Context: an optimization exercise on an open-source flow, tuned for small area. The choices shown serve that exercise and are no tape-out recipe.
Function was checked by simulation only, so behaviour that the tests miss may differ from the original.

==> flow/design.v <==
module ascon_sbox (
  input  logic [127:0] state_in,
  output logic [94:0]  state_out
);
  logic [31:0] a0, a1, a2, a3, b0, b1, b2;
  assign {a3, a2, a1, a0} = state_in;
  assign b0 = (~a3 & a1) ^ a0;
  assign b1 = (~a0 & a2) ^ a1;
  assign b2 = (~a1 & a3) ^ a2;
  assign state_out = {b2[31:1], b1, b0[31:1], b0[0] ^ b2[0]};
endmodule
module ascon_expand (
  input  logic [94:0]  packed_in,
  output logic [127:0] state_out
);
  logic [31:0] l0, l1, l2;
  assign l0 = packed_in[31:0];
  assign l1 = packed_in[63:32];
  assign l2 = {packed_in[94:64], 1'b0};
  assign state_out = {l0 ^ l1 ^ l2, l2, l1, l0};
endmodule
module ascon_add_constant #(
  parameter int N = 1,
  parameter bit ZERO64 = 1,
  parameter int B = 4
) (
  input  logic [127:0] state_in,
  output logic [127:0] state_out
);
  function automatic logic [63:0] rc(input int n);
    case (n)
      1:  rc = 64'h13198a2e03707344;
      2:  rc = 64'ha4093822299f31d0;
      3:  rc = 64'h082efa98ec4e6c89;
      4:  rc = 64'h9b05688c2b3e6c1f;
      5:  rc = 64'h7b978c9dd695f5c5;
      6:  rc = 64'h97d4f3c3c5b0e3c6;
      7:  rc = 64'hbefa4f7e679f25fe;
      8:  rc = 64'h6dfe1e62b4f1c395;
      9:  rc = 64'hc11e1edb4b76f39b;
      10: rc = 64'h0f1d32c4d6b70858;
      11: rc = 64'h3d93dda3e2787c13;
      default: rc = 64'h0;
    endcase
  endfunction
  localparam logic [63:0] K = rc(N);
  localparam int W = ZERO64 ? 64 : 128;
  localparam int NB = W / B;
  function automatic int log2up(input int n);
    log2up = 0;
    while ((1 << log2up) < n) log2up++;
  endfunction
  localparam int LV = log2up(NB);
  localparam logic [127:0] KK = {64'h0, K};
  logic [W-1:0] g, t, p, c, sum;
  logic [NB-1:0] bg, bt;
  logic [NB-1:0] pg [0:LV];
  logic [NB-1:0] pt [0:LV];
  logic [NB:0] bc;
  genvar i, j, l;
  generate
    for (i = 0; i < W; i++) begin : g_gt
      if (KK[i]) begin : g_one
        assign g[i] = state_in[i];
        assign t[i] = 1'b1;
        assign p[i] = ~state_in[i];
      end else begin : g_zero
        assign g[i] = 1'b0;
        assign t[i] = state_in[i];
        assign p[i] = state_in[i];
      end
    end
    for (j = 0; j < NB; j++) begin : g_blk
      logic [B:0] gc, cc;
      assign gc[0] = 1'b0;
      assign cc[0] = bc[j];
      for (i = 0; i < B; i++) begin : g_in
        assign gc[i+1] = g[j*B+i] | (t[j*B+i] & gc[i]);
        assign cc[i+1] = g[j*B+i] | (t[j*B+i] & cc[i]);
        assign c[j*B+i] = cc[i];
      end
      assign bg[j] = gc[B];
      assign bt[j] = &t[j*B +: B];
    end
    assign pg[0] = bg;
    assign pt[0] = bt;
    for (l = 0; l < LV; l++) begin : g_lv
      for (j = 0; j < NB; j++) begin : g_node
        if ((j >> l) & 1) begin : g_comb
          localparam int S = ((j >> l) << l) - 1;
          assign pg[l+1][j] = pg[l][j] | (pt[l][j] & pg[l][S]);
          assign pt[l+1][j] = pt[l][j] & pt[l][S];
        end else begin : g_pass
          assign pg[l+1][j] = pg[l][j];
          assign pt[l+1][j] = pt[l][j];
        end
      end
    end
    assign bc[0] = 1'b0;
    assign bc[NB:1] = pg[LV];
  endgenerate
  assign sum = p ^ c;
  generate
    if (ZERO64) begin : g_low
      assign state_out = {state_in[127:65], bc[NB], sum};
    end else begin : g_full
      assign state_out = sum;
    end
  endgenerate
endmodule
module ascon_round #(
  parameter int N = 1,
  parameter bit ZERO64 = 1
) (
  input  logic [127:0] state_in,
  output logic [94:0]  state_out
);
  logic [127:0] a;
  generate
    if (N == 0) begin : g_nc
      assign a = state_in;
    end else begin : g_c
      ascon_add_constant #(.N(N), .ZERO64(ZERO64)) add_i (.state_in(state_in), .state_out(a));
    end
  endgenerate
  ascon_sbox sbox_i (.state_in(a), .state_out(state_out));
endmodule
module ascon_initialization (
  input  logic clk,
  input  logic rst,
  input  logic enable,
  input  logic [127:0] key,
  input  logic [127:0] nonce,
  input  logic iv_ok,
  output logic [127:0] state_out
);
  logic [94:0] r0, p0, iv;
  ascon_round #(.N(0), .ZERO64(0)) round_i (.state_in(key ^ nonce), .state_out(r0));
  always_ff @(posedge clk) begin
    if (enable) begin
      p0 <= r0;
      iv <= p0;
    end
  end
  ascon_expand exp_i (.packed_in(iv & {95{iv_ok}}), .state_out(state_out));
endmodule
module ascon_key_schedule (
  input  logic clk,
  input  logic rst,
  input  logic enable,
  input  logic [127:0] state,
  input  logic [127:0] key,
  input  logic kv,
  output logic [127:0] state_out
);
  logic [63:0] k0, k1, k2, k3, k4;       
  logic [63:0] k0h, k1h, k2h, k3h, k4h;   
  logic [127:0] t;
  logic [31:0] i2, i3, x;
  assign i2 = state[95:64];
  assign i3 = state[127:96];
  assign x = state[31:0] ^ i2;
  always_ff @(posedge clk or posedge rst) begin
    if (rst) begin
      k0 <= '0;
      k1 <= '0;
      k2 <= '0;
      k3 <= '0;
      k4 <= '0;
      t  <= '0;
    end else if (enable) begin
      k0 <= key[63:0] ^ state[63:0];
      k1 <= k0 ^ {x, x};
      k2 <= k1 ^ {i2, x};
      k3 <= k2 ^ {i3, x};
      k4 <= k3 ^ {i2, i3};
      t  <= {k4h & {64{kv}}, k4} ^ (t >> 8);
    end
  end
  always_ff @(posedge clk) begin
    if (enable) begin
      k0h <= key[127:64] ^ state[127:64];
      k1h <= k0h;
      k2h <= k1h;
      k3h <= k2h;
      k4h <= k3h;
    end
  end
  assign state_out = t;
endmodule
module ascon_finalization (
  input  logic clk,
  input  logic rst,
  input  logic enable,
  input  logic [3:0] age,
  input  logic [94:0] state,
  output logic [127:0] state_out
);
  logic [94:0] f, zv;
  always_comb begin
    case (age)
      4'd0:   zv = 95'h000000008080808080808080;
      4'd1:   zv = 95'h00000000bd135d235f6b2130;
      4'd2:   zv = 95'h49030408cc3190e834a2260f;
      4'd3:   zv = 95'h14b2510c850f2dd75689d808;
      4'd4:   zv = 95'h017af04a7c880e2ae24ada8d;
      4'd5:   zv = 95'h2347b3da39c4189ba67b4d4d;
      4'd6:   zv = 95'h4c2a1e036c2221ddb5d85d97;
      4'd7:   zv = 95'h7dfebbda45ac0e039b31516c;
      4'd8:   zv = 95'h5efea7bef2880af35d79658b;
      4'd9:   zv = 95'h7eb7f13eaf74974250bb3db5;
      4'd10:  zv = 95'h67f7e9fbe64e0e40b393f53e;
      default: zv = state ^ 95'h8080808080808080;
    endcase
  end
  always_ff @(posedge clk or posedge rst) begin
    if (rst) begin
      f <= '0;
    end else if (enable) begin
      f <= zv;
    end
  end
  ascon_expand exp_i (.packed_in(f), .state_out(state_out));
endmodule
module ascon_128 (
  input  logic clk,
  input  logic rst,
  input  enable,
  input  logic [127:0] key,
  input  logic [127:0] nonce,
  input  logic [127:0] plaintext,
  output logic [127:0] ciphertext
);
  logic [127:0] initialization_state;
  logic [127:0] key_schedule_state;
  logic [94:0] round_next [1:11];
  logic [94:0] round_state [1:11];
  logic [3:0] age;
  always_ff @(posedge clk or posedge rst) begin
    if (rst) begin
      age <= 4'd0;
    end else if (enable && age != 4'd11) begin
      age <= age + 4'd1;
    end
  end
  ascon_initialization init_inst (
    .clk(clk), .rst(rst), .enable(enable),
    .key(key), .nonce(nonce), .iv_ok(age >= 4'd2), .state_out(initialization_state)
  );
  ascon_key_schedule ks_inst (
    .clk(clk), .rst(rst), .enable(enable),
    .state(initialization_state), .key(key), .kv(age >= 4'd5), .state_out(key_schedule_state)
  );
  ascon_round #(.N(1), .ZERO64(0)) round1 (
    .state_in(key_schedule_state ^ plaintext), .state_out(round_next[1])
  );
  genvar i;
  generate
    for (i = 2; i <= 11; i = i + 1) begin : g_round
      logic [127:0] s;
      ascon_expand exp_i (.packed_in(round_state[i-1]), .state_out(s));
      ascon_round #(.N(i), .ZERO64(1)) round_inst (.state_in(s), .state_out(round_next[i]));
    end
  endgenerate
  always_ff @(posedge clk) begin
    if (enable) begin
      for (int n = 1; n <= 11; n++) round_state[n] <= round_next[n];
    end
  end
  ascon_finalization final_inst (
    .clk(clk), .rst(rst), .enable(enable),
    .age(age), .state(round_state[11]), .state_out(ciphertext)
  );
endmodule
==> flow/flow/run.sh <==
#!/bin/bash
# The standard layout (standard.sh: standard synthesis, floorplan, power
# grid, tap cells, placement, CTS, routing), with two choices changed:
#  - every port is buffered with a sky130_fd_sc_hd__buf_1 cell;
#  - CTS clusters at most 30 flip-flops within 60 um per leaf buffer and
#    inserts no dummy loads.
# make's full output (every tool's output) goes to flow.log here; ORFS keeps
# each step's log under orfs/logs/.
set -euo pipefail
bash standard.sh \
  "BUFFER_PORTS_ARGS=-buffer_cell sky130_fd_sc_hd__buf_1" \
  "CTS_ARGS=-sink_clustering_enable -repair_clock_nets -dont_use_dummy_load -sink_clustering_size 30 -sink_clustering_max_diameter 60" \
  finish > flow.log 2>&1
==> flow/standard.sh <==
#!/bin/bash
# synth_recipe.tcl (not shown) runs the flow's synth.tcl, then flattens the netlist and writes it again
# the make line also repeats each setting of config.mk as NAME=value (left out here)
make -C /OpenROAD-flow-scripts/flow DESIGN_CONFIG=/design/flow/config.mk WORK_HOME=/design/flow/orfs CLKGATE_MAP_FILE= SYNTH_SCRIPT=/design/flow/synth_recipe.tcl "${@:-finish}"
==> flow/config.mk <==
export PLATFORM = sky130hd
export DESIGN_NAME = ascon_128
export DESIGN_NICKNAME = ascon_128
export VERILOG_FILES = /design/flow/design.v
export SDC_FILE = /design/flow/constraint.sdc
export NUM_CORES = 4
export LEC_CHECK = 0
export CAP_MARGIN = 20
export CORE_MARGIN = 2
export CORE_UTILIZATION = 72
export SLEW_MARGIN = 20
==> flow/constraint.sdc <==
create_clock -name core_clock -period 5.0 [get_ports {clk}]
set_input_delay 1.0000 -clock core_clock [delete_from_list [all_inputs] [get_ports {clk}]]
set_output_delay 1.0000 -clock core_clock [all_outputs]
set_load 0.01 [all_outputs]
==> notes.md, run 1 <==
GRT Total Usage - 0.3622
CP top delay family - compound AO/OA/AOI/OAI gates
CP max stage cell - a2111oi_0
DP Wirelength - 223900 um
First-pass GRT wire length - 430600 um
Max-slew headroom - 0.2477
Final min period - 4.822 ns
R2r setup slk - 0.18 ns
Critical Path Fanout Max - 6
YS warnings - 40
Row count - 144
DR iter-0 viols - 6867
DRC viols - 0
Crit path DAT - 5.33 ns
Worst-skew pair later-pin latency - 0.81 ns
Measured slew at the worst slew-check pin - 1.100 ns
Endpoint of the worst register-to-register path - round_state[5][94]
Final wirelength - 287200 um
Most common cell in the netlist - edfxtp_1
CP most frequent cell - ha_1
Pin count of the biggest net entering global routing - 190
RR Startpoint - round_state[4][33]
Synth area leaders - edfxtp_1 (42%), dfrtp_1 (12%), xnor2_1 (11%)
Syn Area/Cell - 11.49 um2
Final Hold Fails - 0
Unique masters post-synth - 76
Initial antenna violation count - 23
Die X - 397.5 um
Wire per inst - 23.29 um
Setup CP Type - flip-flop to flip-flop
Die Y - 397.5 um
Share of layout cells above drive strength 1 - 0.05274
Synth cell count leaders - edfxtp_1 (1555), xnor2_1 (1450), nor2_1 (985)
Setup bufs post-CTS - 0
Crit end category - flip-flop
RSZ-0062 raised after global routing - false
Gpl congestion - 1.031
H-tree levels - 4
Reg2reg path depth - 14
Post-synth top flop - edfxtp_1
Maximum clock path buffer count - 3
Routed Antenna Nets - 0
Startpoint Class - flip-flop
CTS Hold Bufs - 0
Ys async rst share - 0.2602
Critical path's largest stage delay - 1.02 ns
Nets - 11240
Placeable Area - 0.1539 mm2
Clock Tree Root - clkbuf_16
Starting Density - 0.7244
Post-synth EDFFs - 1555
I/O pin count - 515
Crit path buf inv count - 2
CTS sink cnt - 2102
Cell total after placement - 12180
Port Buf Inserts - 513
Hold Crit Class - input port to asynchronous set/reset pin
TritonCTS buffer count - 142
Tcrit/Tclk final - 0.9643
Post-Layout Cell Count - 12330
Die area - 0.1580 mm2
Layout area overhead - 7.917%
Slew Limit Fails - 0
Area of the mapped netlist - 0.1115 mm2
Gate Count Post-Synth - 9703
TritonCTS clock tree - done
Routed vias/inst - 5.967
Via Count - 73600
Max cap viols - 0
Status - timing/DRC/antenna clean
Vias in the first global route - 74480
Setup TNS - 0 ns
Syn nets - 10660
Top-area cell type share of the netlist area - 0.4189
Clk pin slew, worst setup/hold paths - 0.11 ns
DRT Pass-1 Iters - 6
Top cell type by total area after synthesis - edfxtp_1
Register area share after synthesis - 0.5417
Setup-failing EPs final - 0
Worst-path cell chain - a2111oi_0, o21bai_1, a221o_1, o41a_1, a2111oi_0, buf_4, nor2_1, nor2_1, ha_1, ha_1, ha_1, inv_1, maj3_1, mux2_2
Worst Skew - 0.08621 ns
Yosys reg bits - 2102
Fmax - 207.4 MHz
CP required - 5.51 ns
GRT overflow - 0
cell type report:
class / count / area (um2)
clock buffer: 142 / 3553
tap: 2044 / 2557
antenna: 13 / 32.53
multi-input combinational: 6808 / 48230
timing repair buffer: 677 / 3471
inverter: 548 / 2061
sequential: 2102 / 60380
fill: 9247 / 33580
how the worst max path moves through the flow:
stage / startpoint / endpoint / depth (start not counted)
floorplan: rst / age[0] / 1
global placement: round_state[8][0] / round_state[9][15] / 23
detailed placement: round_state[7][0] / round_state[8][15] / 22
CTS: round_state[4][1] / round_state[5][7] / 21
global route: round_state[7][0] / round_state[8][15] / 22
finish: round_state[4][33] / round_state[5][94] / 14
kinds of logic (layout without fill, tap and decap cells):
group           count (synthesis)  count (layout)  synth area share
compound gates               1281            1281           0.06658
xor+xnor                     2364            2364            0.1858
fa+ha+maj                     578             578           0.06468
buf+inv                       793            1367           0.02674
flops                        2102            2102            0.5417
mux                           208             208           0.02080
other cells                     1              14        0.00003364
simple gates                 2376            2376           0.09364
worst reg2reg max path: cells and delay by family, from the launching register on:
family          cells  cell delay (ns)
buf+inv             2             0.27
flops               1             0.53
fa+ha+maj           4             0.83
mux                 1             0.28
simple gates        2             0.15
compound gates      5             2.52
registers in the layout, summed over array words and instances, names as in the netlist:
signal and count:
ks_inst.k0 64, ks_inst.k2 64, ks_inst.k2h 64, ks_inst.k0h 64, ks_inst.k3h 64, ks_inst.k1h 64
ks_inst.k3 64, ks_inst.k4h 64, init_inst.p0 95, final_inst.f 95, round_state 1045, init_inst.iv 95
ks_inst.k4 64, ks_inst.t 128, age 4, ks_inst.k1 64
per-layer routing:
metal / vias up / track usage / routed length [um]
li1: 34230 / - / -
met1: 35970 / 0.4185 / 103900
met2: 2638 / 0.6373 / 145600
met3: 737 / 0.06410 / 18730
met4: 22 / 0.2028 / 18850
met5: - / 0 / 161
through the flow:
stage	setup WS, ns	instance area [um2]	utilization	hold slack (ns)
floorplan	-3.442	111500	-	0.4003
CTS	0.02984	120200	0.7810	0.2273
finish	0.1785	120300	0.7818	0.2590
global placement	-0.1745	116600	0.7577	0.4006
global route	0.001994	120300	0.7816	0.2388
detailed placement	-0.2921	116600	0.7577	0.4045
placed cells by master, fill, tap and decap left out, types with 26 or more instances in the layout:
master / count
nand2b_1: 178
nor2_1: 985
o21ai_0: 146
edfxtp_1: 1555
nand3_1: 94
ha_1: 568
a31oi_1: 29
nor4_1: 26
buf_4: 138
xor2_1: 913
mux2_2: 189
nand4_1: 38
nor3_1: 52
and3_1: 31
a21oi_1: 767
o211ai_1: 55
a211oi_1: 72
nand2_1: 749
clkbuf_16: 142
inv_1: 547
dfrtp_1: 547
o31ai_1: 73
xnor2_1: 1450
buf_1: 512
nor2b_1: 133
what timing repair did:
item / in CTS / in global routing
endpoints found under the setup margin: 10 / 16
pin swaps: 0 / 1
gates resized for setup: 6 / 13
==> run 2: changes to the inputs <==
--- a/flow/design.v
+++ b/flow/design.v
@@ -83,17 +83,35 @@
       assign bt[j] = &t[j*B +: B];
     end
-    assign pg[0] = bg;
-    assign pt[0] = bt;
-    for (l = 0; l < LV; l++) begin : g_lv
+    logic [NB-1:0] ug [0:LV];
+    logic [NB-1:0] ut [0:LV];
+    assign ug[0] = bg;
+    assign ut[0] = bt;
+    for (l = 0; l < LV; l++) begin : g_up
       for (j = 0; j < NB; j++) begin : g_node
-        if ((j >> l) & 1) begin : g_comb
-          localparam int S = ((j >> l) << l) - 1;
-          assign pg[l+1][j] = pg[l][j] | (pt[l][j] & pg[l][S]);
-          assign pt[l+1][j] = pt[l][j] & pt[l][S];
+        if (((j + 1) % (2 << l)) == 0) begin : g_comb
+          assign ug[l+1][j] = ug[l][j] | (ut[l][j] & ug[l][j - (1 << l)]);
+          assign ut[l+1][j] = ut[l][j] & ut[l][j - (1 << l)];
         end else begin : g_pass
-          assign pg[l+1][j] = pg[l][j];
-          assign pt[l+1][j] = pt[l][j];
+          assign ug[l+1][j] = ug[l][j];
+          assign ut[l+1][j] = ut[l][j];
         end
       end
+    end
+    assign pg[0] = ug[LV];
+    assign pt[0] = ut[LV];
+    for (l = LV - 1; l >= 1; l--) begin : g_down
+      for (j = 0; j < NB; j++) begin : g_node
+        if (((j + 1) % (1 << l)) == (1 << (l - 1)) && j >= (1 << l)) begin : g_comb
+          assign pg[LV-l][j] = pg[LV-l-1][j] | (pt[LV-l-1][j] & pg[LV-l-1][j - (1 << (l - 1))]);
+          assign pt[LV-l][j] = pt[LV-l-1][j] & pt[LV-l-1][j - (1 << (l - 1))];
+        end else begin : g_pass
+          assign pg[LV-l][j] = pg[LV-l-1][j];
+          assign pt[LV-l][j] = pt[LV-l-1][j];
+        end
+      end
+    end
+    for (j = 0; j < NB; j++) begin : g_fin
+      assign pg[LV][j] = pg[LV-1][j];
+      assign pt[LV][j] = pt[LV-1][j];
     end
     assign bc[0] = 1'b0;
==> run 2 against run 1 <==
Net effect:
- sequential share of layout area is 0.20 points higher
- utilization is 0.13 points lower
- clock skew is 0.0021 ns lower
- critical path depth is 4 higher
- synthesized cell count is 0.92% lower
- critical endpoint is now round_state[11][85]
==> notes.md, run 2 <==
Most common library cell in the layout ignoring fill and taps - edfxtp_1
Status - timing/DRC/antenna clean
Cell total after placement - 12100
Top reg by flops - round_state
Layout area overhead - 7.942%
Setup-failing EPs final - 0
Die area - 0.1573 mm2
Top cell type by total area after synthesis - edfxtp_1
Measured slew at the worst slew-check pin - 1.177 ns
Post-synth EDFFs - 1555
Max cap viols - 0
H-tree levels - 4
Register area share after synthesis - 0.5440
Most common cell in the netlist - edfxtp_1
Via Count - 72640
Setup CP Type - flip-flop to flip-flop
TritonCTS clock tree - done
Hold Crit Class - input port to asynchronous set/reset pin
Post-route cell area - 0.1198 mm2
Fmax - 211.9 MHz
Synth cell count leaders - edfxtp_1 (1555), xnor2_1 (1445), nor2_1 (1010)
Wire per inst - 22.94 um
I/O pin count - 515
Crit path DAT - 5.25 ns
Placeable Area - 0.1535 mm2
RSZ-0062 raised after global routing - false
Gate Count Post-Synth - 9614
Routed vias/inst - 5.927
CP startpoint - round_state[10][0]
Synth area leaders - edfxtp_1 (42%), dfrtp_1 (12%), xnor2_1 (11%)
Port Buf Inserts - 513
Yosys reg bits - 2102
Top flop regs - round_state x1045, ks_inst.t x128
Starting Density - 0.7231
Post-Layout Cell Count - 12250
GRT overflow - 0
Area of the mapped netlist - 0.1110 mm2
Tcrit/Tclk final - 0.9439
Slew Limit Fails - 0
CTS Hold Bufs - 0
DR WL met3 - 17020 um
Initial antenna violation count - 13
Share of layout cells above drive strength 1 - 0.05254
DP Area - 0.1161 mm2
CP required - 5.53 ns
Unique masters post-synth - 78
Startpoint Class - flip-flop
Final Hold Fails - 0
Max-slew headroom - 0.2154
TritonCTS buffer count - 144
YS warnings - 62
Ys async rst share - 0.2602
Routed metal-1 wire length - 101400 um
DR iter-0 viols - 6392
Nets - 11160
Critical Path Fanout Max - 4
GRT Total Usage - 0.3563
Post-synth top flop - edfxtp_1
DRT Pass-1 Iters - 6
Clk pin slew, worst setup/hold paths - 0.10 ns
Pin count of the biggest net entering global routing - 161
Worst-skew pair later-pin latency - 0.82 ns
Die X - 396.6 um
Filler Cell Count - 9389
Top-area cell type share of the netlist area - 0.4207
Hold slack - 0.3662 ns
Syn Area/Cell - 11.55 um2
DRC viols - 0
Clock Tree Root - clkbuf_16
Final min period - 4.719 ns
First-pass GRT wire length - 422300 um
Worst Skew - 0.08413 ns
Routed Antenna Nets - 0
DP Wirelength - 218900 um
Met2 WL - 142500 um
Commonest non-fill, non-tap cells in the layout - edfxtp_1 (1555), xnor2_1 (1445), nor2_1 (1010)
Row count - 144
RR Startpoint - round_state[10][0]
Gpl congestion - 1.004
Highest Signal Layer - met5
Syn nets - 10570
Maximum clock path buffer count - 3
Vias in the first global route - 73670
CTS sink cnt - 2102
Die Y - 396.6 um
Max reg flops - 1045
Crit end category - flip-flop
Final wirelength - 281100 um
Setup TNS - 0 ns
## run 2: changes by cell type after synthesis, sizes merged, moves of 6 or more
cell and change:
nor2b -9, buf -6, nor2 +26, clkbuf -9, o211ai -9, nand3 -9, nand2b -13, o21ai -24
a41oi +7, nor3 -19, xor2 +9, a21oi -6, o31ai -7, mux2i +6
## run 2: worst max-delay path, cell delays in order (launching register included)
cell and delay (ns):
edfxtp_1 0.41, inv_1 0.08, ha_1 0.22, inv_1 0.07, ha_1 0.20, ha_1 0.22
o2111a_1 0.33, a311o_1 0.48, a21oi_2 0.23, o211a_1 0.24, o211a_1 0.19, a21bo_2 0.15
nand2_1 0.13, o311ai_0 0.39, ha_1 0.22, inv_1 0.04, ha_1 0.19, ha_1 0.33
mux2_2 0.35
## run 2: layout make-up
| cell class | instances | area (um2) | area share |
|---|---|---|---|
| flip-flops and latches | 2102 | 60380 | 0.5040 |
| multi-input cells | 6737 | 47780 | 0.3988 |
| clock buffers | 144 | 3603 | 0.03008 |
| repair buffers | 673 | 3418 | 0.02853 |
| well taps | 2044 | 2557 | 0.02135 |
| inverters | 545 | 2049 | 0.01711 |
| diodes | 9 | 22.52 | 0.0001880 |
## run 2: repair_timing
action                     in CTS  in global routing
gates resized for setup         0                 13
setup endpoints to repair       0                 14
buffers inserted                0                  0
## run 2: final timing paths
path,to,slack (ns),cells past startpoint
max in group asynchronous,ks_inst.t[83],3.33,3
hold reg to reg,ks_inst.k1h[19],0.38,0
min in group core_clock,ks_inst.k1h[19],0.38,0
setup reg to reg,round_state[11][85],0.28,18
hold / removal,ks_inst.k4[22],0.37,2
setup / recovery,round_state[11][85],0.28,18
## run 2: per-stage QoR
stage	setup slack, ns	utilization
floorplan	-3.442	-
global placement	0.02860	0.7566
detailed placement	-0.03082	0.7566
CTS	0.08098	0.7800
global route	0.03296	0.7804
finish	0.2806	0.7805
## run 2: kinds of logic (layout without fill, tap and decap cells)
logic type / Yosys count / in the layout / share of synthesized area
simple gates: 2343 / 2343 / 0.09201
xor+xnor: 2368 / 2368 / 0.1869
fa+ha+maj: 579 / 579 / 0.06506
buf+inv: 775 / 1362 / 0.02624
other cells: 1 / 10 / 0.00003378
compound gates: 1235 / 1235 / 0.06461
mux: 211 / 211 / 0.02112
flops: 2102 / 2102 / 0.5440
## run 2: layer usage
metal / track usage / up-vias
met5: 0 / -
met4: 0.2171 / 10
met3: 0.05326 / 732
met2: 0.6238 / 2447
met1: 0.4139 / 35530
li1: - / 33920
==> run 3: changes to the inputs <==
--- a/flow/design.v
+++ b/flow/design.v
@@ -212,5 +212,5 @@
   input  logic enable,
   input  logic [3:0] age,
-  input  logic [94:0] state,
+  input  logic [94:0] state,      
   output logic [127:0] state_out
 );
@@ -229,5 +229,5 @@
       4'd9:   zv = 95'h7eb7f13eaf74974250bb3db5;
       4'd10:  zv = 95'h67f7e9fbe64e0e40b393f53e;
-      default: zv = state ^ 95'h8080808080808080;
+      default: zv = state;
     endcase
   end
@@ -273,9 +273,25 @@
     .state_in(key_schedule_state ^ plaintext), .state_out(round_next[1])
   );
+  function automatic logic [94:0] pol(input int n);
+    case (n)
+      2:  pol = {31'h0, 64'ha4093822299f31d0};
+      3:  pol = {31'h0, 64'h082efa98ec4e6c89};
+      4:  pol = {31'h0, 64'h9b05688c2b3e6c1f};
+      5:  pol = {31'h0, 64'h7b978c9dd695f5c5};
+      6:  pol = {31'h0, 64'h97d4f3c3c5b0e3c6};
+      7:  pol = {31'h0, 64'hbefa4f7e679f25fe};
+      8:  pol = {31'h0, 64'h6dfe1e62b4f1c395};
+      9:  pol = {31'h0, 64'hc11e1edb4b76f39b};
+      10: pol = {31'h0, 64'h0f1d32c4d6b70858};
+      11: pol = {31'h0, 64'h3d93dda3e2787c13};
+      12: pol = {31'h0, 64'h8080808080808080};
+      default: pol = '0;
+    endcase
+  endfunction
   genvar i;
   generate
     for (i = 2; i <= 11; i = i + 1) begin : g_round
       logic [127:0] s;
-      ascon_expand exp_i (.packed_in(round_state[i-1]), .state_out(s));
+      ascon_expand exp_i (.packed_in(round_state[i-1] ^ pol(i)), .state_out(s));
       ascon_round #(.N(i), .ZERO64(1)) round_inst (.state_in(s), .state_out(round_next[i]));
     end
@@ -283,5 +299,5 @@
   always_ff @(posedge clk) begin
     if (enable) begin
-      for (int n = 1; n <= 11; n++) round_state[n] <= round_next[n];
+      for (int n = 1; n <= 11; n++) round_state[n] <= round_next[n] ^ pol(n + 1);
     end
   end
==> run 3 against run 2 <==
Net effect:
- critical path depth grew 4
- largest cell class unchanged
- final cell count shrank 1.6%
- global-route usage is 0.19 points higher
- still clean
- sequential cell count is the same
- utilization about the same
- register-to-register slack gained 0.04 ns
- setup slack gained 0.042 ns
- sequential share of layout area rose by 0.42 points
==> notes.md, run 3 <==
CP required - 5.49 ns
Slew Limit Fails - 0
Endpoint of the worst register-to-register path - round_state[11][78]
Routed Antenna Nets - 0
Synth area leaders - edfxtp_1 (42%), dfrtp_1 (12%), xnor2_1 (11%)
Most common cell in the netlist - edfxtp_1
Max cap viols - 0
DP Area - 0.1151 mm2
Area of the multi-input gates - 0.04813 mm2
GRT Total Usage - 0.3582
Cell total after placement - 11890
Setup bufs post-CTS - 0
Port Buf Inserts - 513
Post-Layout Cell Count - 12050
Vias in the first global route - 73030
Top flop regs - round_state x1045, ks_inst.t x128
Worst Skew - 0.07899 ns
Crit end category - flip-flop
Clock Tree Root - clkbuf_16
Die area - 0.1567 mm2
Reg area - 0.06038 mm2
DRT Pass-1 Iters - 8
Row count - 143
Commonest non-fill, non-tap cells in the layout - edfxtp_1 (1555), xnor2_1 (1349), xor2_1 (1014)
Filler Cell Count - 9270
Max-slew headroom - 0.2266
TritonCTS clock tree - done
Top-area cell type share of the netlist area - 0.4223
Gpl congestion - 0.9834
Unique masters post-synth - 79
Synth cell count leaders - edfxtp_1 (1555), xnor2_1 (1349), xor2_1 (1014)
Die Y - 395.9 um
Syn Area/Cell - 11.66 um2
Initial antenna violation count - 23
GRT overflow - 0
Gate Count Post-Synth - 9486
Via Count - 72710
RSZ-0062 raised after global routing - false
CTS sink cnt - 2102
Hold Crit Class - input port to asynchronous set/reset pin
I/O pin count - 515
Register area share after synthesis - 0.5460
First-pass GRT wire length - 422700 um
Die X - 395.9 um
Area of the mapped netlist - 0.1106 mm2
Syn nets - 10440
Max reg flops - 1045
Wire per inst - 23.58 um
Util after Layout - 0.7804
DR iter-0 viols - 6741
Pin count of the biggest net entering global routing - 188
R2r setup slk - 0.32 ns
Worst-skew pair later-pin latency - 0.80 ns
Final wirelength - 284200 um
Post-synth EDFFs - 1555
Tcrit/Tclk final - 0.9354
Nets - 10970
Top cell type by total area after synthesis - edfxtp_1
Post-synth top flop - edfxtp_1
YS warnings - 62
Fmax - 213.8 MHz
DRC viols - 0
TritonCTS buffer count - 146
H-tree levels - 4
Measured slew at the worst slew-check pin - 1.160 ns
Most common library cell in the layout ignoring fill and taps - edfxtp_1
Starting Density - 0.7263
Final Hold Fails - 0
Setup-failing EPs final - 0
Share of layout cells above drive strength 1 - 0.04447
Top reg by flops - round_state
Layout area overhead - 7.459%
Setup CP Type - flip-flop to flip-flop
Reg2reg path depth - 22
CTS Hold Bufs - 0
Maximum clock path buffer count - 3
Ys async rst share - 0.2602
Crit path DAT - 5.16 ns
Clk pin slew, worst setup/hold paths - 0.10 ns
Post-route cell area - 0.1188 mm2
Status - timing/DRC/antenna clean
DP Wirelength - 218700 um
Yosys reg bits - 2102
Critical Path Fanout Max - 5
RR Startpoint - round_state[10][1]
Startpoint Class - flip-flop
Placeable Area - 0.1523 mm2
Routed vias/inst - 6.032
Final min period - 4.677 ns
-- run 3: cell types whose count changed after synthesis, moves of 26 or more --
cell,before,now
a21oi_1,763,671
nor2_1,1010,901
xor2_1,922,1014
nand2_1,748,875
inv_1,545,323
o21ai_0,121,248
o31ai_1,68,42
xnor2_1,1445,1349
-- run 3: stage by stage --
| step | TNS [ns] | worst slack [ns] | hold slack, ns |
|---|---|---|---|
| 2_1_floorplan | -1882.71 | -3.442 | 0.4003 |
| 3_3_place_gp | 0 | 0.2621 | 0.4003 |
| 3_5_place_dp | 0 | 0.1459 | 0.4045 |
| 4_1_cts | 0 | 0.2303 | 0.3352 |
| 5_1_grt | 0 | 0.07069 | 0.3745 |
| 6_report | 0 | 0.3230 | 0.3693 |
-- run 3: worst max path at each step --
stage,startpoint,end,depth (start not counted)
3_5_place_dp,plaintext[75],round_state[1][31],16
4_1_cts,round_state[7][0],round_state[8][94],23
5_1_grt,round_state[10][1],round_state[11][78],22
2_1_floorplan,rst,age[0],1
6_report,round_state[10][1],round_state[11][78],22
3_3_place_gp,plaintext[2],round_state[1][7],19
-- run 3: critical path: stages, from the launching register on --
cell and delay [ns]:
edfxtp_1 0.38, ha_1 0.15, inv_1 0.04, ha_1 0.19, ha_1 0.27, nand2b_1 0.21
a311oi_1 0.35, buf_4 0.21, o2111ai_1 0.17, a31oi_1 0.51, nor2_1 0.11, nor2_1 0.27
nand2_1 0.09, a21oi_1 0.16, ha_1 0.16, inv_1 0.04, ha_1 0.19, inv_1 0.06
ha_1 0.24, inv_1 0.07, maj3_1 0.34, nand2_1 0.07, o21ai_0 0.10
-- run 3: kinds of logic (layout without fill, tap and decap cells) --
logic type | count (synthesis) | after routing | synth area share
AOI/OAI and AO/OA | 1293 | 1293 | 0.06788
xor gates and xnor gates | 2363 | 2363 | 0.1872
adders and majority gates | 578 | 578 | 0.06522
buffers and inverters | 556 | 1076 | 0.01895
DFF | 2102 | 2102 | 0.5460
muxes | 206 | 206 | 0.02062
other | 1 | 19 | 0.00003391
and+or+nand+nor | 2387 | 2387 | 0.09410
-- run 3: final cells by class --
type	instances	area share
timing repair buffer	607	0.02407
tap	2030	0.02137
sequential	2102	0.5081
clock buffer	146	0.03075
multi-input combinational	6828	0.4051
inverter	323	0.01023
antenna	18	0.0003791
-- run 3: repair_timing --
action / CTS / global route
setup endpoints to repair: 0 / 3
hold endpoints to repair: 0 / 0
resized for setup: 0 / 2
-- run 3: layer usage --
layer | vias up | routed length (um) | track usage
li1 | 33630 | - | -
met1 | 35420 | 105600 | 0.4314
met2 | 2833 | 140700 | 0.6114
met3 | 810 | 17310 | 0.04965
met4 | 16 | 20550 | 0.2235
met5 | - | 105 | 0
==> run 4: changes to the inputs <==
==> flow/flow/run.sh (replaced) <==
#!/bin/bash
# The standard layout (standard.sh: standard synthesis, floorplan, power
# grid, tap cells, placement, CTS, routing), with two choices changed:
#  - every port is buffered with a sky130_fd_sc_hd__buf_1 cell;
#  - CTS uses clkbuf_8 cells (clkbuf_16 at the root), clusters at most 18
#    flip-flops within 45 um per leaf buffer and inserts no dummy loads.
# make's full output (every tool's output) goes to flow.log here; ORFS keeps
# each step's log under orfs/logs/.
set -euo pipefail
bash standard.sh \
  "BUFFER_PORTS_ARGS=-buffer_cell sky130_fd_sc_hd__buf_1" \
  "CTS_ARGS=-sink_clustering_enable -repair_clock_nets -dont_use_dummy_load -sink_clustering_size 18 -sink_clustering_max_diameter 45 -buf_list sky130_fd_sc_hd__clkbuf_8 -root_buf sky130_fd_sc_hd__clkbuf_16" \
  finish > flow.log 2>&1
==> run 4 against run 3 <==
Net effect:
- critical path type unchanged
- clock-buffer cell count is 63 higher
- critical endpoint unchanged
- wire length fell by 1.6%
- highest routed layer unchanged
==> notes.md, run 4 <==
Status - timing/DRC/antenna clean
Setup CP Type - flip-flop to flip-flop
Port Buf Inserts - 513
Synth cell count leaders - edfxtp_1 (1555), xnor2_1 (1349), xor2_1 (1014)
TritonCTS buffer count - 209
H-tree levels - 4
Slew Limit Fails - 0
Commonest non-fill, non-tap cells in the layout - edfxtp_1 (1555), xnor2_1 (1349), xor2_1 (1014)
Reg2reg path depth - 22
Top flop regs - round_state x1045, ks_inst.t x128
Top cell type by total area after synthesis - edfxtp_1
Met2 WL - 138300 um
Final Hold Fails - 0
Synth area leaders - edfxtp_1 (42%), dfrtp_1 (12%), xnor2_1 (11%)
RSZ-0062 raised after global routing - false
Routed metal-1 wire length - 104100 um
Synth Area in Compound Gates - 0.06788
Most common library cell in the layout ignoring fill and taps - edfxtp_1
GRT Total Usage - 0.3539
Critical Path Fanout Max - 5
Die Y - 395.9 um
Post-synth top flop - edfxtp_1
Post-route cell area - 0.1181 mm2
Simple-Gate Fraction of Synth Area - 0.09410
Nets - 11030
Cell total after placement - 11890
Pin count of the biggest net entering global routing - 188
Clk pin slew, worst setup/hold paths - 0.09 ns
Register area share after synthesis - 0.5460
Top reg by flops - round_state
Row count - 143
Starting Density - 0.7263
TritonCTS clock tree - done
RR Startpoint - round_state[10][1]
Max cap viols - 0
Wire per inst - 23.09 um
Worst Skew - 0.1170 ns
DRT Pass-1 Iters - 6
CP top delay family - adder cells
Critical path's largest stage delay - 0.56 ns
Syn Area/Cell - 11.66 um2
Measured slew at the worst slew-check pin - 1.114 ns
CP most frequent cell - ha_1
I/O pin count - 515
First-pass GRT wire length - 418100 um
DRC viols - 0
Routed vias/inst - 5.972
R2r setup slk - 0.37 ns
YS warnings - 62
Top-area cell type share of the netlist area - 0.4223
Hold Crit Class - input port to asynchronous set/reset pin
Via Count - 72350
Gate Count Post-Synth - 9486
Unique masters post-synth - 79
Fmax - 215.8 MHz
CP max stage cell - a31oi_1
Area of the mapped netlist - 0.1106 mm2
Crit path buf inv count - 5
Clock Tree Root - clkbuf_16
Ys async rst share - 0.2602
Largest family of logic cells by synthesized area - XOR/XNOR gates
DR WL met3 - 17100 um
Post-synth EDFFs - 1555
CP required - 5.52 ns
Routed Antenna Nets - 0
Crit end category - flip-flop
Endpoint of the worst register-to-register path - round_state[11][78]
Most common cell in the netlist - edfxtp_1
Max-slew headroom - 0.2492
DP Area - 0.1151 mm2
Final wirelength - 279700 um
Setup bufs post-CTS - 0
Final min period - 4.633 ns
Synth Area in XOR/XNOR - 0.1872
Worst-skew pair later-pin latency - 0.81 ns
Max reg flops - 1045
Setup-failing EPs final - 0
Yosys reg bits - 2102
GRT overflow - 0
Vias in the first global route - 72980
Crit path DAT - 5.15 ns
Highest Signal Layer - met5
Tcrit/Tclk final - 0.9266
Maximum clock path buffer count - 3
Mux share of post-synthesis cell area - 0.02062
DR iter-0 viols - 6546
CTS sink cnt - 2102
Synth Area in Adders - 0.06522
Hold slack - 0.3513 ns
Initial antenna violation count - 23
Startpoint Class - flip-flop
DP Wirelength - 218700 um
Share of layout cells above drive strength 1 - 0.05045
Die area - 0.1567 mm2
Die X - 395.9 um
Syn nets - 10440
Gpl congestion - 0.9834
Post-Layout Cell Count - 12120
Placeable Area - 0.1523 mm2
Worst-path cell chain - ha_1, inv_1, ha_1, ha_1, nand2b_1, a311oi_1, buf_4, o2111ai_1, a31oi_1, nor2_1, nor2_1, nand2_1, a21oi_1, ha_1, inv_1, ha_1, inv_1, ha_1, inv_1, maj3_1, nand2_1, o21ai_0
Layout area overhead - 6.763%
run 4: changes by cell type in the layout (fill, tap and decap cells not counted):
| cell | before | now |
|---|---|---|
| clkbuf_8 | 0 | 208 |
| clkbuf_16 | 146 | 1 |
| diode_2 | 18 | 16 |
run 4: what timing repair did:
| action | in CTS | in global routing |
|---|---|---|
| gates resized for setup | 0 | 2 |
| hold endpoints to repair | 0 | 0 |
| hold buffers | 0 | 0 |
| setup endpoints to repair | 0 | 2 |
run 4: kinds of logic (layout without fill, tap and decap cells):
logic type,after synthesis,after routing
multiplexers,206,206
AND/OR/NAND/NOR,2387,2387
adder cells (fa/ha/maj),578,578
flip-flops,2102,2102
XOR/XNOR,2363,2363
AO/OA/AOI/OAI,1293,1293
other,1,17
buffers and inverters,556,1139
run 4: metal layers:
layer  up-vias  track usage
met5         -            0
met4        16       0.2220
met3       822      0.05462
met2      2630       0.6022
met1     35170       0.4235
li1      33710            -
run 4: how the worst max path moves through the flow:
stage | endpoint | depth (start not counted) | startpoint
floorplan | age[0] | 1 | rst
global placement | round_state[1][7] | 19 | plaintext[2]
detailed placement | round_state[1][31] | 16 | plaintext[75]
CTS | round_state[8][94] | 23 | round_state[7][0]
global route | round_state[8][94] | 23 | round_state[7][0]
finish | round_state[11][78] | 22 | round_state[10][1]
run 4: stage by stage:
step / utilization / setup TNS (ns) / setup slack, ns
global placement: 0.7561 / 0 / 0.2621
CTS: 0.7750 / 0 / 0.2071
floorplan: - / -1882.71 / -3.442
detailed placement: 0.7561 / 0 / 0.1459
finish: 0.7754 / 0 / 0.3670
global route: 0.7753 / 0 / 0.1025
run 4: cell type report:
type,instances,area [um2]
clock buffer,209,2888
multi-input combinational,6828,48130
sequential,2102,60380
inverter,323,1216
fill,9462,34200
timing repair buffer,607,2860
antenna,16,40.04
tap,2030,2540
==> run 5: changes to the inputs <==
--- a/flow/config.mk
+++ b/flow/config.mk
@@ -8,4 +8,4 @@
 export CAP_MARGIN = 20
 export CORE_MARGIN = 2
-export CORE_UTILIZATION = 72
+export CORE_UTILIZATION = 78
 export SLEW_MARGIN = 20
==> run 5 against run 4 <==
Net effect:
- sequential share of layout area rose by 0.13 points
- cell area fell by 0.24%
- highest routed layer unchanged
- wire length rose by 5.7%
- final cell count fell by 1.2%
- first-iteration DRC count rose by 31%
- clock skew rose by 0.0083 ns
- global-route usage rose by 5.2 points
- worst hold slack got worse by 0.089 ns
- die area fell by 7.6%
- critical path type unchanged
==> notes.md, run 5 <==
Setup-failing EPs final - 0
Synth area leaders - edfxtp_1 (42%), dfrtp_1 (12%), xnor2_1 (11%)
Row count - 138
Slew Limit Fails - 0
GRT Total Usage - 0.4057
Pin count of the biggest net entering global routing - 160
Post-route cell area - 0.1178 mm2
Layout area overhead - 6.503%
Setup CP Type - flip-flop to flip-flop
Worst-skew pair later-pin latency - 0.85 ns
Unique masters post-synth - 79
Critical path's largest stage delay - 0.48 ns
Placeable Area - 0.1411 mm2
Syn nets - 10440
Top-area cell type share of the netlist area - 0.4223
Hold slack - 0.2624 ns
Crit end category - flip-flop
Initial antenna violation count - 24
Fmax - 213.7 MHz
DRC viols - 0
DR iter-0 viols - 8556
Measured slew at the worst slew-check pin - 0.9765 ns
Syn Area/Cell - 11.66 um2
Routed Antenna Nets - 0
I/O pin count - 515
Maximum clock path buffer count - 3
Die area - 0.1448 mm2
Via Count - 75270
Nets - 11010
Tcrit/Tclk final - 0.9357
DRT Pass-1 Iters - 8
Crit path DAT - 5.19 ns
Final wirelength - 295800 um
TritonCTS buffer count - 195
Clk pin slew, worst setup/hold paths - 0.12 ns
CTS sink cnt - 2102
Routed vias/inst - 6.290
Top reg by flops - round_state
CP max stage cell - a311oi_1
Synth cell count leaders - edfxtp_1 (1555), xnor2_1 (1349), xor2_1 (1014)
CP top delay family - adder cells
RSZ-0062 raised after global routing - false
Vias in the first global route - 76920
Yosys reg bits - 2102
Final min period - 4.679 ns
CP required - 5.51 ns
TritonCTS clock tree - done
DP Wirelength - 222800 um
First-pass GRT wire length - 442800 um
Ys async rst share - 0.2602
Post-synth top flop - edfxtp_1
Max-slew headroom - 0.3490
Share of layout cells above drive strength 1 - 0.04875
Post-synth EDFFs - 1555
Wire per inst - 24.71 um
Max reg flops - 1045
Most common library cell in the layout ignoring fill and taps - edfxtp_1
YS warnings - 62
Clock Tree Root - clkbuf_16
DP Area - 0.1150 mm2
Most common cell in the netlist - edfxtp_1
Worst Skew - 0.1253 ns
Commonest non-fill, non-tap cells in the layout - edfxtp_1 (1555), xnor2_1 (1349), xor2_1 (1014)
Top flop regs - round_state x1045, ks_inst.t x128
Register area share after synthesis - 0.5460
Status - timing/DRC/antenna clean
Die Y - 380.5 um
Port Buf Inserts - 513
Critical Path Fanout Max - 5
CTS Hold Bufs - 0
Final Hold Fails - 0
Crit path buf inv count - 4
Worst-path cell chain - ha_1, inv_1, ha_1, inv_1, ha_1, nand2b_1, a311oi_1, nor4_1, o21ai_1, a21oi_1, ha_1, nor3_2, nand2_1, a21o_1, ha_1, inv_1, ha_1, ha_1, inv_1, maj3_1, nand2_1, o21ai_0
Area of the mapped netlist - 0.1106 mm2
Hold Crit Class - input port to asynchronous set/reset pin
Max cap viols - 0
CP most frequent cell - ha_1
Startpoint Class - flip-flop
Util after Layout - 0.8349
H-tree levels - 4
Starting Density - 0.7839
Top cell type by total area after synthesis - edfxtp_1
Die X - 380.5 um
GRT overflow - 0
Gate Count Post-Synth - 9486
Gpl congestion - 0.9764
==> run 5: cell counts after synthesis <==
Identical to the previous run, type by type.
==> run 5: per-stage QoR <==
| stage | TNS, ns | setup WS (ns) | cells |
|---|---|---|---|
| floorplan | -1882.71 | -3.442 | 9486 |
| global placement | 0 | 0.2096 | 11750 |
| detailed placement | 0 | 0.2324 | 11750 |
| CTS | 0 | 0.2062 | 11940 |
| global route | 0 | 0.04605 | 11950 |
| finish | 0 | 0.3214 | 11970 |
==> run 5: kinds of logic (layout without fill, tap and decap cells) <==
| kind of cell | count (synthesis) | in the layout | share of synthesized area |
|---|---|---|---|
| adders and majority gates | 578 | 578 | 0.06522 |
| buffers and inverters | 556 | 1121 | 0.01895 |
| other | 1 | 27 | 0.00003391 |
| DFF | 2102 | 2102 | 0.5460 |
| and+or+nand+nor | 2387 | 2387 | 0.09410 |
| muxes | 206 | 206 | 0.02062 |
| AOI/OAI and AO/OA | 1293 | 1293 | 0.06788 |
| xor gates and xnor gates | 2363 | 2363 | 0.1872 |
==> run 5: area by class of cell <==
class | count | area [um2]
flip-flops and latches | 2102 | 60380
multi-input cells | 6828 | 48130
fillers | 7157 | 23290
repair buffers | 603 | 2915
clock buffers | 195 | 2695
well taps | 1890 | 2365
inverters | 323 | 1216
diodes | 26 | 65.06
==> run 5: path summary, 6_finish.rpt <==
| kind | from | to | slack, ns | cells past startpoint |
|---|---|---|---|---|
| max reg2reg | round_state[7][1] | round_state[8][94] | 0.32 | 22 |
| min in group core_clock | ks_inst.k2h[27] | ks_inst.k3h[27] | 0.40 | 0 |
| max | round_state[7][1] | round_state[8][94] | 0.32 | 22 |
| max in group asynchronous | rst | ks_inst.k4[25] | 3.24 | 3 |
| min | rst | ks_inst.k0[28] | 0.26 | 2 |
| min reg2reg | ks_inst.k2h[27] | ks_inst.k3h[27] | 0.40 | 0 |
==> run 5: layer usage <==
| layer | global-route usage | wire [um] | up-vias |
|---|---|---|---|
| met5 | 0.003638 | 89 | - |
| met4 | 0.2714 | 23270 | 14 |
| met3 | 0.07865 | 23990 | 1117 |
| met2 | 0.6910 | 147100 | 3916 |
| met1 | 0.4668 | 101300 | 36540 |
| li1 | - | - | 33690 |
==> run 5: timing repair <==
| action | CTS | global route |
|---|---|---|
| setup buffers | 0 | 0 |
| endpoints found under the setup margin | 0 | 3 |
| gates resized for setup | 0 | 2 |

static timing again, ports no longer ideal:
Ports are ideal in the flow. The routed layouts listed here were re-timed in OpenROAD.
Step 1 assumes that a clkbuf_16 drives the clock port and a buf_2 every other input.
Step 2, shift: input delay + t, output delay - t, t = (earliest + latest rising clock arrival at the registers) / 2. This alone moves slack from input paths to output paths.
Slacks: ideal / step 1 / step 2; pairs: ideal / step 1.
| run | t (ns) | slack for setup (ns) | latest minus earliest clock arrival (ns) |
|---|---|---|---|
| run 1 | 0.862 | 0.178 / 0.178 / -0.265 | 0.098 / 0.098 |
| run 2 | 0.863 | 0.281 / 0.281 / -0.088 | 0.090 / 0.090 |
| run 3 | 0.857 | 0.323 / 0.323 / 0.015 | 0.084 / 0.085 |
| run 4 | 0.857 | 0.367 / 0.367 / 0.045 | 0.132 / 0.132 |
| run 5 | 0.879 | 0.321 / 0.321 / 0.030 | 0.134 / 0.133 |
With both steps, setup timing fails in run 1 and run 2, where it was met with ideal ports. The setup slack of run 1, which loses most, moves by 0.000 ns with the drivers and by -0.443 ns with both steps.
